Context: an optimization exercise on an open-source flow, tuned for a short achievable clock period and few clock cycles. The choices shown serve that exercise and are no tape-out recipe. Only simulation tests tie the RTL to the original design; equivalence was not proved. Power and IR drop assume default switching activity.

==> flow/design.v <==
module mario_cpu (
	input clock, reset,
	input up_button, down_button, left_button, right_button,
	input [15:0] mem_rdata,
	output [15:0] mem_addr,
	output [15:0] mem_wdata,
	output mem_we
);
reg [15:0] MA;            
reg        MAd;           
reg        WE;            
reg [15:0] WD;            
reg        vD;            
reg [15:0] pcD;           
reg [15:0] LFA;           
reg        vE;            
reg [15:0] pcE, pcE1;     
reg [7:0]  dispE;         
reg [15:0] A, B;          
reg [3:0]  Bs;            
reg [15:0] AD;            
reg [3:0]  dE;            
reg [15:0] csel;          
reg        predE;         
reg        predD;         
reg        LBv;           
reg [15:0] LBpc, LBtgt;
reg [4:0]  FL;            
reg        ci;            
reg        ld1, ld2;      
reg [3:0]  ld1d, ld2d;
reg        hzE;           
reg [255:0] rf;
reg isLD, isST, isJ, isBR, isWAIT, isB1, isB2, isALU;
reg o_add, o_sub, o_cin, o_cmp, o_cmpu, o_and, o_or, o_xor, o_lsh, o_rsh, o_bad;
reg f_zf;
assign mem_addr  = MA;
assign mem_we    = WE;
assign mem_wdata = WD;
wire cond = |(csel & {1'b0, 1'b1, FL[0] | FL[1], ~FL[0] & ~FL[1], FL[3] | FL[1], ~FL[3] & ~FL[1],
                      ~FL[2], FL[2], ~FL[0], FL[0], ~FL[3], FL[3], ~FL[4], FL[4], ~FL[1], FL[1]});
wire exe    = vE & ~hzE;
wire [15:0] BTE = pcE + {{8{dispE[7]}}, dispE};
wire br_tk  = isBR & cond;
wire br_fix = exe & (br_tk ^ predE);
wire j_tk   = exe & isJ & cond;
wire e_rep  = vE & (hzE | isWAIT);      
wire e_redir = br_fix | j_tk | e_rep;
wire memE   = exe & (isLD | isST);
wire early  = e_redir | memE;
wire [15:0] early_val = (j_tk | memE) ? AD : e_rep ? pcE : br_tk ? BTE : pcE1;
wire [15:0] S16 = A + B + {15'd0, ci};
wire [16:0] S = {1'b0, A} + {1'b0, B} + {16'd0, ci};    
wire [15:0] sp = A ^ B;
wire [15:0] st = A | B;
wire zero = &(sp ~^ {st[14:0], ci});
wire shbig = |B[15:4];
wire ovf  = (A[15] == B[15]) & (S16[15] != A[15]);
wire lt   = o_cmpu ? ~S[16] : (S16[15] ^ ovf);
wire [15:0] shl = shbig ? 16'd0 : A << Bs;
wire [15:0] shr = shbig ? 16'd0 : A >> Bs;
wire [15:0] res =
	({16{o_add | o_sub}} & S16) |
	({16{o_cmp | o_cmpu}} & A) |
	({16{o_and}} & (A & B)) |
	({16{o_or}}  & (A | B)) |
	({16{o_xor}} & (A ^ B)) |
	({16{o_lsh}} & shl) |
	({16{o_rsh}} & shr) |
	({16{isB1}}  & {14'd0, ~up_button, ~down_button}) |
	({16{isB2}}  & {~left_button, {15{~right_button}}});
wire [4:0] fl_new = o_bad ? 5'b11111 :
	{o_sub & ~S[16],
	 (o_cmp | o_cmpu) & lt,
	 f_zf & ovf,
	 (f_zf | o_cmp | o_cmpu) & zero,
	 (o_cmp | o_cmpu) & ~lt & ~zero};
wire wr_e = exe & (isALU | isB1 | isB2);
wire [15:0] w = mem_rdata;
wire [3:0] op = w[15:12], ext = w[7:4], wd = w[11:8], ws = w[3:0];
wire n_isLD = (op == 4'h4) & (ext == 4'h0);
wire n_isST = (op == 4'h4) & (ext == 4'h4);
wire n_isJ  = (op == 4'h4) & (ext == 4'hC);
wire n_isBR = (op == 4'hC);
wire n_isWAIT = (op == 4'h0) & (ext == 4'h0);
wire n_isB1 = (op == 4'h0) & (ext == 4'h4);
wire n_isB2 = (op == 4'h0) & (ext == 4'h8);
wire n_isALU = ~(n_isLD | n_isST | n_isJ | n_isBR | n_isWAIT | n_isB1 | n_isB2);
wire r0 = (op == 4'h0);
wire [3:0] key = r0 ? ext : op;
wire kok = ~r0 ? ((op != 4'h4) & (op != 4'h8) & (op != 4'hC) & (op != 4'hD) & (op != 4'hE)) : 1'b1;
wire n_add  = kok & ((key == 4'h5) | (key == 4'h6) | (key == 4'h7));
wire n_sub  = kok & ((key == 4'h9) | (key == 4'hA));
wire n_cin  = kok & ((key == 4'h7) | (key == 4'hA));
wire n_cmp  = kok & (key == 4'hB);
wire n_cmpu = kok & (key == 4'hF);
wire n_and  = kok & (key == 4'h1);
wire n_or   = kok & (key == 4'h2);
wire n_xor  = kok & (key == 4'h3);
wire n_sh   = (op == 4'h8) & ~ext[3];
wire n_lsh  = n_sh & ~ext[0];
wire n_rsh  = n_sh & ext[0];
wire n_bad  = n_isALU & ~(n_add | n_sub | n_cmp | n_cmpu | n_and | n_or | n_xor | n_sh);
wire n_zf   = kok & ((key == 4'h5) | (key == 4'h7) | (key == 4'h9) | (key == 4'hA));
wire imm8   = op[1] | op[0];
wire imm4   = (op == 4'h8) & (ext[3:2] == 2'b00);
wire n_mem  = n_isLD | n_isST;
wire d_ok = vD & ~e_redir;                         
wire ldE  = exe & isLD;
wire use_d = ~(n_isBR | n_isJ | n_isWAIT | n_isLD);
wire use_s = ~(n_isBR | n_isWAIT | n_isB1 | n_isB2 | imm8 | imm4);
wire hz   = (ldE & ((use_d & (wd == dE)) | (use_s & (ws == dE)))) |
            (ld1 & ((use_d & (wd == ld1d)) | (use_s & (ws == ld1d))));
wire [15:0] rd_d = rf[16*wd +: 16];
wire [15:0] rd_s = rf[16*ws +: 16];
wire fw_d = wr_e & (dE == wd);
wire fw_s = wr_e & (dE == ws);
wire [15:0] va = fw_d ? res : rd_d;
wire [15:0] vs = fw_s ? res : rd_s;
wire [15:0] vb = imm8 ? {8'd0, w[7:0]} : imm4 ? {12'd0, ws} : vs;
wire inv_b = n_sub | n_cmp | n_cmpu;
wire c4 = (exe & isALU) ? fl_new[4] : FL[4];
wire ci_n = inv_b ? ~(n_cin & c4) : (n_cin & c4);
wire hit = LBv & (LFA == LBpc);
wire [15:0] seq = hit ? LBtgt : LFA + 16'd1;
wire [15:0] ma_n = early ? early_val : seq;
wire vd_n = ~MAd & ~e_redir;
always @(posedge clock, negedge reset) begin
	if (!reset) begin
		MA <= 16'd0; LFA <= 16'd0; MAd <= 1'b0; WE <= 1'b0; WD <= 16'd0; hzE <= 1'b0; vD <= 1'b0; pcD <= 16'd0;
		vE <= 1'b0; pcE <= 16'd0; pcE1 <= 16'd0; dispE <= 8'd0;
		A <= 16'd0; B <= 16'd0; Bs <= 4'd0; AD <= 16'd0; dE <= 4'd0; csel <= 16'd0; predE <= 1'b0; predD <= 1'b0; LBv <= 1'b0; LBpc <= 16'd0; LBtgt <= 16'd0;
		FL <= 5'd0; ci <= 1'b0; ld1 <= 1'b0; ld1d <= 4'd0; ld2 <= 1'b0; ld2d <= 4'd0;
		isLD <= 1'b0; isST <= 1'b0; isJ <= 1'b0; isBR <= 1'b0; isWAIT <= 1'b0;
		isB1 <= 1'b0; isB2 <= 1'b0; isALU <= 1'b0;
		o_add <= 1'b0; o_sub <= 1'b0; o_cin <= 1'b0; o_cmp <= 1'b0; o_cmpu <= 1'b0;
		o_and <= 1'b0; o_or <= 1'b0; o_xor <= 1'b0; o_lsh <= 1'b0; o_rsh <= 1'b0; o_bad <= 1'b0;
		f_zf <= 1'b0;
	end else begin
		MA <= ma_n;
		if (!memE) LFA <= ma_n;
		MAd <= memE;
		WE <= memE & isST;
		WD <= A;
		vD <= vd_n;
		pcD <= MA;
		ld1 <= ldE;
		ld1d <= dE;
		ld2 <= ld1;
		ld2d <= ld1d;
		if (exe & isALU) FL <= fl_new;
		vE <= d_ok;
		hzE <= hz;
		pcE <= pcD;
		pcE1 <= pcD + 16'd1;
		dispE <= w[7:0];
		A <= va;
		B <= vb ^ {16{inv_b}};
		Bs <= vb[3:0];
		if (n_mem | n_isJ) AD <= vs;
		ci <= ci_n;
		dE <= wd;
		csel <= 16'd1 << wd;
		predD <= hit;
		predE <= predD;
				if (exe & br_tk & dispE[7]) begin
			LBv <= 1'b1;
			LBpc <= pcE;
			LBtgt <= BTE;
		end
		isLD <= n_isLD; isST <= n_isST; isJ <= n_isJ; isBR <= n_isBR; isWAIT <= n_isWAIT;
		isB1 <= n_isB1; isB2 <= n_isB2; isALU <= n_isALU;
		o_add <= n_add; o_sub <= n_sub; o_cin <= n_cin; o_cmp <= n_cmp; o_cmpu <= n_cmpu;
		o_and <= n_and; o_or <= n_or; o_xor <= n_xor; o_lsh <= n_lsh; o_rsh <= n_rsh; o_bad <= n_bad;
		f_zf <= n_zf;
	end
end
genvar g;
generate
	for (g = 0; g < 16; g = g + 1) begin : regs
		always @(posedge clock, negedge reset) begin
			if (!reset) rf[16*g +: 16] <= 16'd0;
			else if (wr_e & (dE == g)) rf[16*g +: 16] <= res;
			else if (ld2 & (ld2d == g)) rf[16*g +: 16] <= mem_rdata;
		end
	end
endgenerate
endmodule
==> flow/config.mk <==
export PLATFORM = sky130hd
export DESIGN_NAME = mario_cpu
export DESIGN_NICKNAME = mario_cpu
export VERILOG_FILES = /design/flow/design.v
export SDC_FILE = /design/flow/constraint.sdc
export NUM_CORES = 4
export LEC_CHECK = 0
export CAP_MARGIN = 20
export CORE_MARGIN = 2
export CORE_UTILIZATION = 40
export SLEW_MARGIN = 20
export TNS_END_PERCENT = 100
==> flow/constraint.sdc <==
create_clock -name core_clock -period 9.0 [get_ports {clock}]
set_input_delay 1.8000 -clock core_clock [delete_from_list [all_inputs] [get_ports {clock}]]
set_output_delay 1.8000 -clock core_clock [all_outputs]
set_load 0.01 [all_outputs]
standard.sh (not shown) runs the stock make flow with config.mk's settings and CLKGATE_MAP_FILE= SYNTH_SCRIPT=/design/flow/synth_recipe.tcl, a recipe that flattens the netlist after the stock synthesis.
==> flow/flow/run.sh <==
#!/bin/bash
# The standard layout, with timing repair aiming below the clock period: the
# setup margin makes repair_timing work until the slack exceeds it.
set -euo pipefail
MARGIN=$(cat flow/margin.txt)
bash standard.sh SETUP_SLACK_MARGIN=$MARGIN finish > standard_flow.log 2>&1
==> flow/flow/margin.txt <==
6.5
Testbench counts at the start, summed over its fixed seeds: cycles 55,691.
Change:
--- a/flow/design.v
+++ b/flow/design.v
@@ -20,4 +20,8 @@
 reg [3:0]  Bs;            
 reg [15:0] AD;            
+reg        fA, fB, fS;    
+reg [15:0] RES, RESB;     
+reg        RESv;          
+reg [3:0]  RESd;
 reg [3:0]  dE;            
 reg [15:0] csel;          
@@ -49,21 +53,25 @@
 wire memE   = exe & (isLD | isST);
 wire early  = e_redir | memE;
-wire [15:0] early_val = (j_tk | memE) ? AD : e_rep ? pcE : br_tk ? BTE : pcE1;
-wire [15:0] S16 = A + B + {15'd0, ci};
-wire [16:0] S = {1'b0, A} + {1'b0, B} + {16'd0, ci};    
-wire [15:0] sp = A ^ B;
-wire [15:0] st = A | B;
+wire [15:0] early_val = (j_tk | memE) ? ADe : e_rep ? pcE : br_tk ? BTE : pcE1;
+wire [15:0] Ae  = fA ? RES : A;
+wire [15:0] Be  = fB ? RESB : B;
+wire [3:0]  Bse = fB ? RES[3:0] : Bs;
+wire [15:0] ADe = fS ? RES : AD;
+wire [15:0] S16 = Ae + Be + {15'd0, ci};
+wire [16:0] S = {1'b0, Ae} + {1'b0, Be} + {16'd0, ci};    
+wire [15:0] sp = Ae ^ Be;
+wire [15:0] st = Ae | Be;
 wire zero = &(sp ~^ {st[14:0], ci});
-wire shbig = |B[15:4];
-wire ovf  = (A[15] == B[15]) & (S16[15] != A[15]);
+wire shbig = |Be[15:4];
+wire ovf  = (Ae[15] == Be[15]) & (S16[15] != Ae[15]);
 wire lt   = o_cmpu ? ~S[16] : (S16[15] ^ ovf);
-wire [15:0] shl = shbig ? 16'd0 : A << Bs;
-wire [15:0] shr = shbig ? 16'd0 : A >> Bs;
+wire [15:0] shl = shbig ? 16'd0 : Ae << Bse;
+wire [15:0] shr = shbig ? 16'd0 : Ae >> Bse;
 wire [15:0] res =
 	({16{o_add | o_sub}} & S16) |
-	({16{o_cmp | o_cmpu}} & A) |
-	({16{o_and}} & (A & B)) |
-	({16{o_or}}  & (A | B)) |
-	({16{o_xor}} & (A ^ B)) |
+	({16{o_cmp | o_cmpu}} & Ae) |
+	({16{o_and}} & (Ae & Be)) |
+	({16{o_or}}  & (Ae | Be)) |
+	({16{o_xor}} & (Ae ^ Be)) |
 	({16{o_lsh}} & shl) |
 	({16{o_rsh}} & shr) |
@@ -114,8 +122,8 @@
 wire [15:0] rd_d = rf[16*wd +: 16];
 wire [15:0] rd_s = rf[16*ws +: 16];
+wire [15:0] va = (RESv & (RESd == wd)) ? RES : rd_d;
+wire [15:0] vs = (RESv & (RESd == ws)) ? RES : rd_s;
 wire fw_d = wr_e & (dE == wd);
 wire fw_s = wr_e & (dE == ws);
-wire [15:0] va = fw_d ? res : rd_d;
-wire [15:0] vs = fw_s ? res : rd_s;
 wire [15:0] vb = imm8 ? {8'd0, w[7:0]} : imm4 ? {12'd0, ws} : vs;
 wire inv_b = n_sub | n_cmp | n_cmpu;
@@ -130,5 +138,5 @@
 		MA <= 16'd0; LFA <= 16'd0; MAd <= 1'b0; WE <= 1'b0; WD <= 16'd0; hzE <= 1'b0; vD <= 1'b0; pcD <= 16'd0;
 		vE <= 1'b0; pcE <= 16'd0; pcE1 <= 16'd0; dispE <= 8'd0;
-		A <= 16'd0; B <= 16'd0; Bs <= 4'd0; AD <= 16'd0; dE <= 4'd0; csel <= 16'd0; predE <= 1'b0; predD <= 1'b0; LBv <= 1'b0; LBpc <= 16'd0; LBtgt <= 16'd0;
+		A <= 16'd0; B <= 16'd0; fA <= 1'b0; fB <= 1'b0; fS <= 1'b0; RES <= 16'd0; RESB <= 16'd0; RESv <= 1'b0; RESd <= 4'd0; Bs <= 4'd0; AD <= 16'd0; dE <= 4'd0; csel <= 16'd0; predE <= 1'b0; predD <= 1'b0; LBv <= 1'b0; LBpc <= 16'd0; LBtgt <= 16'd0;
 		FL <= 5'd0; ci <= 1'b0; ld1 <= 1'b0; ld1d <= 4'd0; ld2 <= 1'b0; ld2d <= 4'd0;
 		isLD <= 1'b0; isST <= 1'b0; isJ <= 1'b0; isBR <= 1'b0; isWAIT <= 1'b0;
@@ -142,5 +150,5 @@
 		MAd <= memE;
 		WE <= memE & isST;
-		WD <= A;
+		WD <= Ae;
 		vD <= vd_n;
 		pcD <= MA;
@@ -157,4 +165,11 @@
 		A <= va;
 		B <= vb ^ {16{inv_b}};
+		fA <= fw_d;
+		fB <= fw_s & ~(imm8 | imm4);
+		fS <= fw_s;
+		RES <= res;
+		RESB <= res ^ {16{inv_b}};
+		RESv <= wr_e;
+		RESd <= dE;
 		Bs <= vb[3:0];
 		if (n_mem | n_isJ) AD <= vs;
@@ -164,5 +179,5 @@
 		predD <= hit;
 		predE <= predD;
-				if (exe & br_tk & dispE[7]) begin
+		if (exe & br_tk & dispE[7]) begin
 			LBv <= 1'b1;
 			LBpc <= pcE;
@@ -181,5 +196,5 @@
 		always @(posedge clock, negedge reset) begin
 			if (!reset) rf[16*g +: 16] <= 16'd0;
-			else if (wr_e & (dE == g)) rf[16*g +: 16] <= res;
+			else if (RESv & (RESd == g)) rf[16*g +: 16] <= RES;
 			else if (ld2 & (ld2d == g)) rf[16*g +: 16] <= mem_rdata;
 		end
After rerunning:
- The new run completed with no timing, DRC or antenna violations
- via count increases by 2.6%
- utilization came out lower by 1.6 points
- global-route usage shrinks by 0.13 points
- worst hold slack improves by 9.9 ps
- fmax fell by 14%
- power climbs by 7.1%
- die area came out higher by 5.2%
- non-clock buffer count shrinks by 13
- sequential share of layout area increases by 1.3 points
Testbench counts after the change, summed over its fixed seeds: cycles 55,691.

[what the ideal ports hide]
In the flow no input, the clock included, has a driving cell. The finished layouts below were timed again as built, in two steps. Step 1 (the two cells are an assumption about what drives the block):
set clk [get_ports {clock}]
set_driving_cell -lib_cell sky130_fd_sc_hd__clkbuf_16 $clk
set_driving_cell -lib_cell sky130_fd_sc_hd__buf_2 [delete_from_list [all_inputs] $clk]
Step 2 moves the port delays by t, midway between the first and last clock arrival at a register: inputs arrive t later, outputs are due t later. That takes back most of the time a late clock gives input paths. Three values: ideal ports, drivers, drivers and shift; two values: the first two.
run	t (ns)	setup WS [ns]	hold slack, ns	worst setup path after step 2	worst slew at a driven data input, ns
the first run	0.715	5.307 / 5.307 / 4.644	0.353 / 0.353 / 0.353	input to register	0.54
the second run	0.705	4.698 / 4.698 / 4.698	0.363 / 0.363 / 0.363	register to register	0.67
After both steps setup and hold are still met in every run listed. For the first run, which loses most, drivers alone change the setup slack by 0.000 ns; drivers and shift together by -0.663 ns.
